This is an optimization exercise on Yosys and OpenROAD, whose aim is small area and a short achievable clock period, not a production implementation.

P:
==> flow/design.v (excerpt) <==
module ConvEngine (
    input         clk,
    input         rst,
    input  [31:0] DMAport,
    input         acc_enable,
    input         acc_clear,
    output [31:0] result
);
For scale: about 1900 cells after synthesis, ~22000 um^2 of cells after synthesis.
==> flow/config.mk <==
export PLATFORM = sky130hd
export DESIGN_NAME = ConvEngine
export DESIGN_NICKNAME = ConvEngine
export VERILOG_FILES = /design/flow/design.v
export SDC_FILE = /design/flow/constraint.sdc
export NUM_CORES = 4
export LEC_CHECK = 0
export ABC_CLOCK_PERIOD_IN_PS = 6000
export CAP_MARGIN = 20
export CORE_MARGIN = 2
export CORE_UTILIZATION = 40
export SETUP_SLACK_MARGIN = 4
export SLEW_MARGIN = 20
==> flow/constraint.sdc <==
create_clock -name core_clock -period 10.0 [get_ports {clk}]
set_input_delay 2.0000 -clock core_clock [delete_from_list [all_inputs] [get_ports {clk}]]
set_output_delay 2.0000 -clock core_clock [all_outputs]
set_load 0.01 [all_outputs]
run.sh (not shown) runs the stock make flow with config.mk's settings and CLKGATE_MAP_FILE= SYNTH_SCRIPT=/design/flow/synth_recipe.tcl, a recipe that flattens the netlist after the stock synthesis.
The inputs of T differ from those of P as listed below.
--- a/flow/design.v
+++ b/flow/design.v
@@ -33,47 +33,29 @@
     if (rst) begin
       z <= 6'b111111;
       lr <= 3'b001;
       lrp <= 3'b001;
     end else begin
       lrp <= lr;
-      lr <= lrn;
       if (wr) begin
         case (sel)
-          3'd0: z[0] <= 1'b0;
-          3'd1: z[1] <= 1'b0;
-          3'd2: z[2] <= 1'b0;
-          3'd3: z[3] <= 1'b0;
-          3'd4: z[4] <= 1'b0;
-          3'd5: z[5] <= 1'b0;
+          3'd0: begin z[0] <= 1'b0; lr <= 3'b001; end
+          3'd1: begin z[1] <= 1'b0; lr <= 3'b010; end
+          3'd2: begin z[2] <= 1'b0; lr <= 3'b100; end
+          3'd3: begin z[3] <= 1'b0; lr <= 3'b001; end
+          3'd4: begin z[4] <= 1'b0; lr <= 3'b010; end
+          3'd5: begin z[5] <= 1'b0; lr <= 3'b100; end
           default: ;
         endcase
       end
     end
   end
-  wire       valid = wr & (sel < 3'd6);
-  wire [2:0] lrn = valid ? ((sel == 3'd0 || sel == 3'd3) ? 3'b001 :
-                            (sel == 3'd1 || sel == 3'd4) ? 3'b010 : 3'b100) : lr;
-  wire       wp = valid & (sel < 3'd3);      
-  wire       wk = valid & (sel >= 3'd3);     
-  wire [2:0] qp = {3{~wp}} & lrn & ~z[2:0];
-  wire [2:0] qk = {3{~wk}} & lrn & ~z[5:3];
-  wire [23:0] xp_n = ({24{wp}} & data) | ({24{qp[0]}} & R0) | ({24{qp[1]}} & R1) | ({24{qp[2]}} & R2);
-  wire [23:0] xk_n = ({24{wk}} & data) | ({24{qk[0]}} & R3) | ({24{qk[1]}} & R4) | ({24{qk[2]}} & R5);
-  reg  [23:0] XP, XK;
-  always @(posedge clk or posedge rst) begin
-    if (rst) begin
-      XP <= 24'd0;
-      XK <= 24'd0;
-    end else begin
-      XP <= xp_n;
-      XK <= xk_n;
-    end
-  end
-  wire [23:0] pix = XP;
-  wire [23:0] ker = XK;
+  wire [2:0] sp = lr & ~z[2:0];
+  wire [2:0] sk = lr & ~z[5:3];
+  wire [23:0] pix = ({24{sp[0]}} & R0) | ({24{sp[1]}} & R1) | ({24{sp[2]}} & R2);
+  wire [23:0] ker = ({24{sk[0]}} & R3) | ({24{sk[1]}} & R4) | ({24{sk[2]}} & R5);
   wire [2:0]  m  = ~(lr | lrp);           
   wire        g  = (lr != lrp);           
   wire [2:0]  zz = z[2:0] & z[5:3];       
   wire [2:0]  xs = {~m[0] & ~m[1], ~m[0] & m[1], m[0]};
   wire [2:0]  ys = {~g & m[2], ~g & ~m[2], 1'b0};
   wire [17:0] P0v = zz[0] ? 18'h20000 : P0;
==> comparison <==
T reports a lower cell count than P does.
Going from P to T, the count of clock buffers in the final design was found to have gone up by 2.
Between T and P, the portion of the clock cycle consumed by the worst path in the final layout is higher for T.
P -> T: count of inverters not on the clock network in the layout decreased by a few percent
Diff T..P | post-detailed-route via-to-cell ratio | negligible
Looking at clock distribution area overhead in the final layout, T sits 0.26 points below P.
Diff P -> T | number of fillers in the final layout | down by a little under 10%
Compared with P, T shows a post-route cell area that is about 4% lower.
Worst hold slack: T > P
In the metrics for T and P, the one carrying the higher post-placement cell count is P.
Cmp T and P / sequential cell area fraction in the yosys report / lower: T
No run of this note included a check of the RTL's function; only the layout flow was run.

==> afterwards: timing with drivers on the ports <==
In the flow no input, the clock included, has a driving cell. The finished layouts below were timed again as built, in two steps.
Step 1 sets driving cells, clkbuf_16 on the clock port and buf_2 on the other inputs (assumed; they add their load-dependent delay and slew).
Step 2, shift: input delay + t, output delay - t, t = (earliest + latest rising clock arrival at the registers) / 2. This alone moves slack from input paths to output paths.
Slacks: ideal ports / drivers / drivers and shift; pairs: ideal ports / drivers.
run | t (ns) | setup slack, ns | clock arrival spread, ns
P | 0.612 | 4.267 / 4.252 / 3.674 | 0.028 / 0.028
T | 0.584 | 4.130 / 4.130 / 3.598 | 0.022 / 0.022
After both steps setup and hold are still met in every run listed. For P, which loses most, drivers alone change the setup slack by -0.015 ns; drivers and shift together by -0.593 ns.
